Background: an optimization exercise with open tools, aiming at small area. Do not read the settings as production practice.
At most, simulation tests tie the RTL to the original design; equivalence was not proved.

// convolutional_layer_1
module convolutional_layer_1 (
  input signed [7:0] in,
  input clk, en,
  output signed [191:0] out
);
For scale: ~3,800 cells after synthesis, ~1,100 flip-flops, about 200 I/O pins, ~0.074 mm2 of cells after synthesis.
Settings: LEC_CHECK=0, CAP_MARGIN=20, CORE_MARGIN=2, CORE_UTILIZATION=45, CTS_BUF_LIST=sky130_fd_sc_hd__clkbuf_16, CTS_CLUSTER_DIAMETER=100, CTS_CLUSTER_SIZE=25, GPL_TIMING_DRIVEN=0, SLEW_MARGIN=20, SYNTH_HIERARCHICAL=1, SYNTH_MINIMUM_KEEP_SIZE=0; clock period 18.0 ns.
standard.sh (not shown) runs the stock make flow with config.mk's settings and CLKGATE_MAP_FILE= SYNTH_SCRIPT=/design/flow/synth_recipe.tcl, a recipe that flattens the netlist after the stock synthesis.
==> flow/flow/run.sh <==
#!/bin/bash
# Standard synthesis, then the standard layout with small port buffers.
set -e
bash standard.sh synth > synth.log 2>&1
bash standard.sh BUFFER_PORTS_ARGS="-buffer_cell sky130_fd_sc_hd__buf_2" finish > layout.log 2>&1
Rerun with:
==> flow/flow/run.sh (replaced) <==
#!/bin/bash
# Standard layout, with the tools' output kept in this folder.
set -e
bash standard.sh > standard.log 2>&1
--- a/flow/config.mk
+++ b/flow/config.mk
@@ -12,5 +12,4 @@
 export CTS_CLUSTER_DIAMETER = 100
 export CTS_CLUSTER_SIZE = 25
-export GPL_TIMING_DRIVEN = 0
 export SLEW_MARGIN = 20
 export SYNTH_HIERARCHICAL = 1
Design area barely changes. Cell count barely changes. First-iteration DRC count is higher by 11%. Critical path depth is higher by 2. Wire length is lower by 1.0%.
No functional check of the RTL was part of any run of this note.

---

Another version of the RTL of convolutional_layer_1 (not shown whole).
Size in the first run: about 200 I/O pins, roughly 72000 sq um of cells after synthesis.
// convolutional_layer_1
module convolutional_layer_1 (
  input signed [7:0] in,
  input clk, en,
  output signed [191:0] out
);
Settings: LEC_CHECK=0, CAP_MARGIN=20, CORE_MARGIN=2, CORE_UTILIZATION=55, CTS_BUF_LIST=sky130_fd_sc_hd__clkbuf_16, CTS_CLUSTER_DIAMETER=150, CTS_CLUSTER_SIZE=25, SLEW_MARGIN=20, SYNTH_HIERARCHICAL=1, SYNTH_MINIMUM_KEEP_SIZE=0; clock period 18.0 ns.
==> flow/flow/run.sh <==
#!/bin/bash
# Standard synthesis, then the standard layout with small port buffers.
set -e
bash standard.sh synth > synth.log 2>&1
bash standard.sh BUFFER_PORTS_ARGS="-buffer_cell sky130_fd_sc_hd__buf_1" finish > layout.log 2>&1
Edit:
CTS_CLUSTER_DIAMETER = 60   (was 150)
CTS_CLUSTER_SIZE = 35   (was 25)
Result:
- utilization went up by 1.1 points
- die area does not change
- wire length went down by 0.60%
- hold slack is worse by 0.0050 ns

---

Setup of oak:
RTL: one of the versions met above, not the one the previous note started from.
For scale: ~3800 cells after synthesis, ~0.074 mm^2 of cells after synthesis.
Settings: LEC_CHECK=0, CAP_MARGIN=20, CORE_MARGIN=2, CORE_UTILIZATION=45, SLEW_MARGIN=20, SYNTH_HIERARCHICAL=1, SYNTH_MINIMUM_KEEP_SIZE=0; clock period 18.0 ns.
run.sh (not shown) runs the stock make flow with config.mk's settings and CLKGATE_MAP_FILE= SYNTH_SCRIPT=/design/flow/synth_recipe.tcl, a recipe that flattens the netlist after the stock synthesis.
Stock flow here: none of the scripts above is used.
## Diff of input files: pine against oak
Settings: CTS_BUF_LIST newly set to sky130_fd_sc_hd__clkbuf_16; CTS_CLUSTER_DIAMETER newly set to 100; CTS_CLUSTER_SIZE newly set to 20.
==> comparison <==
Relative to oak, cell area after layout has gone down in pine. When pine is measured against oak, its final-layout clock-cell area share turns out 1.6 points lower. Compared with oak, pine shows worst-case setup margin in the final layout higher by 0.029 ns. Against oak, pine reports a first-pass GRT wire length that is lower.
Input changes introduced in birch (baseline for comparison: pine):
Settings: changing CTS_CLUSTER_DIAMETER from 100 to 150; changing CTS_CLUSTER_SIZE from 20 to 30.
[summary]
- birch: PASS, flow complete, no timing, DRC or antenna violations
- Diff pine -> birch | met1 usage in global routing | increase of 0.51 points
- Compared to pine, birch has number of gates resized after cts 1 lower.
- birch -> pine: area used by sequential logic in the layout delta 0, exact match
- [compare] base=pine new=birch: sequential share of layout area grew by 0.31 points; via count of the routed design shows no meaningful change.
- birch vs. pine: design area went down by 640 um^2.
- Timing-limited maximum frequency across pine and birch: no real change.
- In the flow results for pine and birch, the highest fanout seen on the critical path is smaller on pine.
- For the clock input transition at the sequential cells of the worst setup and hold paths, birch came in 0.02 ns higher than pine did.
--- input diff birch..maple ---
Settings: CTS_CLUSTER_DIAMETER now 100, was 150.
==> flow/flow/run.sh (new file) <==
#!/bin/bash
# Standard synthesis, then the standard layout with small port buffers.
set -e
bash standard.sh synth > synth.log 2>&1
bash standard.sh BUFFER_PORTS_ARGS="-buffer_cell sky130_fd_sc_hd__buf_1" finish > layout.log 2>&1
==> flow/standard.sh (new file) <==
#!/bin/bash
# synth_recipe.tcl (not shown) runs the flow's synth.tcl, then flattens the netlist and writes it again
# the make line also repeats each setting of config.mk as NAME=value (left out here)
make -C /OpenROAD-flow-scripts/flow DESIGN_CONFIG=/design/flow/config.mk WORK_HOME=/design/flow/orfs CLKGATE_MAP_FILE= SYNTH_SCRIPT=/design/flow/synth_recipe.tcl "${@:-finish}"
removed: flow/run.sh
## What came out
On final period utilization, maple and birch are neck and neck.
Worst hold slack delta (maple − birch): favourable
met2 routed wirelength sits higher in maple than in birch.
Delta(final design area excluding fillers, maple - birch) < 0
Higher average detailed-routed wire length per instance was reported by maple, not birch.
Routed wire length: maple worse than birch
Global-route usage | maple above birch
Final cell count, maple and birch, lower one = maple.
No run of this note included a check of the RTL's function; only the layout flow was run.

---

violet:
Another version of the RTL of convolutional_layer_1 (not shown whole).
Size in the first run: roughly 4700 cells after synthesis, roughly 1100 flip-flops, ~200 I/O pins, about 70000 um2 of cells after synthesis.
==> flow/config.mk <==
export PLATFORM = sky130hd
export DESIGN_NAME = convolutional_layer_1
export DESIGN_NICKNAME = convolutional_layer_1
export VERILOG_FILES = /design/flow/design.v
export SDC_FILE = /design/flow/constraint.sdc
export NUM_CORES = 8
export LEC_CHECK = 0
export CAP_MARGIN = 20
export CORE_MARGIN = 2
export CORE_UTILIZATION = 55
export CTS_BUF_LIST = sky130_fd_sc_hd__clkbuf_16
export CTS_CLUSTER_DIAMETER = 100
export CTS_CLUSTER_SIZE = 25
export SLEW_MARGIN = 20
export SYNTH_HIERARCHICAL = 1
export SYNTH_MINIMUM_KEEP_SIZE = 0
==> flow/constraint.sdc <==
create_clock -name core_clock -period 18.0 [get_ports {clk}]
set_input_delay 3.6000 -clock core_clock [delete_from_list [all_inputs] [get_ports {clk}]]
set_output_delay 3.6000 -clock core_clock [all_outputs]
set_load 0.01 [all_outputs]
standard.sh (not shown) runs the stock make flow with config.mk's settings and CLKGATE_MAP_FILE= SYNTH_SCRIPT=/design/flow/synth_recipe.tcl, a recipe that flattens the netlist after the stock synthesis.
==> flow/flow/run.sh <==
#!/bin/bash
# Standard synthesis and layout with small port buffers; after placement the constant
# output ports of each map share one tie cell.
set -e
bash standard.sh synth > synth.log 2>&1
bash standard.sh BUFFER_PORTS_ARGS="-buffer_cell sky130_fd_sc_hd__buf_1" GPL_KEEP_OVERFLOW=0 place > place.log 2>&1
ODB=orfs/results/sky130hd/convolutional_layer_1/base/3_place.odb openroad -no_init -exit flow/merge_ties.tcl > merge_ties.log 2>&1
bash standard.sh BUFFER_PORTS_ARGS="-buffer_cell sky130_fd_sc_hd__buf_1" GPL_KEEP_OVERFLOW=0 finish > layout.log 2>&1
==> flow/flow/merge_ties.tcl <==
# Let one tie cell drive all the constant output ports of a map instead of one tie cell each.
read_db $::env(ODB)
set block [[[ord::get_db] getChip] getBlock]
array set keep {}
set removed 0
foreach inst [$block getInsts] {
  if {[[$inst getMaster] getName] ne "sky130_fd_sc_hd__conb_1"} { continue }
  set net "NULL"
  set pin ""
  foreach it [$inst getITerms] {
    set n [$it getNet]
    if {$n ne "NULL" && [[$it getMTerm] getName] in {LO HI}} { set net $n; set pin [[$it getMTerm] getName] }
  }
  if {$net eq "NULL"} { continue }
  set bts [$net getBTerms]
  if {[llength $bts] != 1 || [llength [$net getITerms]] != 1} { continue }
  set name [[lindex $bts 0] getName]
  if {![regexp {^out\[(\d+)\]$} $name -> idx]} { continue }
  set key "$pin[expr {$idx / 32}]"
  if {![info exists keep($key)]} { set keep($key) $net; continue }
  set bt [lindex $bts 0]
  $bt disconnect
  $bt connect $keep($key)
  odb::dbInst_destroy $inst
  odb::dbNet_destroy $net
  incr removed
}
puts "merge_ties: removed $removed tie cells"
write_db $::env(ODB)
Inputs modified between violet and willow:
- CTS_CLUSTER_SIZE: 25 -> 30
- CORE_UTILIZATION: 55 -> 62
[summary]
Looking at the reports, violet completed the entire flow and the layout it produced met the timing, DRC and antenna checks. The flow did not stop early for willow: all stages ran, and the layout cleared the timing, DRC and antenna checks. willow against violet: first-pass GRT wire length now sits higher, total area of sequential cells now sits at about the same level, fmax now sits lower, part of the cycle the worst path needs now sits higher. Number of well taps, willow and violet: lower on willow. willow has core area below what violet had. The detailed-placement wirelength estimate in willow sits about 2% above the value recorded for violet. Delta(number of buffers inserted during clock tree synthesis, willow - violet) < 0.
Edits applied to the flow inputs when going from willow to raven:
- swapping 62 for 55 in CORE_UTILIZATION
- putting ABC_AREA at 1 where nothing was set
The global-route wire length before repair of raven exceeds that of willow by 29 mm. Diff raven and willow: fmax higher in raven. Comparing raven and willow, the lower final standard cell count with taps included and fillers excluded was measured on willow. willow has a lower worst-case reg-to-reg path depth than raven. Across both runs, share of the synthesized area in compound gates (AO/OA/AOI/OAI) was lower for raven than for willow. Compared with willow, raven shows a met2 layer wire length in the routed design that is about 11% higher. NOTE layout multi-input combinational cell count willow->raven increased by more than half.

static timing again, ports no longer ideal:
The flow's constraints put no driver on any port. The routed layouts listed below were extracted and timed again, unchanged, in two steps.
Step 1: set_driving_cell puts a clkbuf_16 on clk and a buf_2 on each other input, an assumption about the parent block.
Step 2 times the ports against the registers' clock, not the clock port: input delays grow and output delays shrink by t, the midpoint of the rising clock arrivals with the driver on.
Three values: ideal, step 1, step 2; two values: the first two.
run | t, ns | setup WS [ns] | worst data-port slew with drivers (ns) | cell pins on the clock port's net
the first run of note 1 | 0.787 | 0.238 / 0.155 / 0.943 | 0.06 | 1
the second run of note 1 | 0.789 | 0.319 / 0.233 / 1.022 | 0.06 | 1
the first run of note 2 | 0.772 | 0.195 / 0.115 / 0.887 | 0.05 | 1
the second run of note 2 | 0.761 | 0.383 / 0.301 / 1.062 | 0.04 | 1
oak | 0.812 | 0.340 / 0.258 / 1.071 | 0.06 | 1
pine | 0.772 | 0.369 / 0.290 / 1.062 | 0.06 | 1
birch | 0.778 | 0.320 / 0.234 / 1.013 | 0.06 | 1
maple | 0.780 | 0.309 / 0.220 / 1.000 | 0.07 | 1
violet | 0.758 | 0.494 / 0.418 / 1.176 | 0.08 | 1
willow | 0.763 | 0.278 / 0.200 / 0.963 | 0.06 | 1
raven | 0.778 | 0.438 / 0.358 / 1.137 | 0.07 | 1
After both steps every run listed still meets setup and hold.
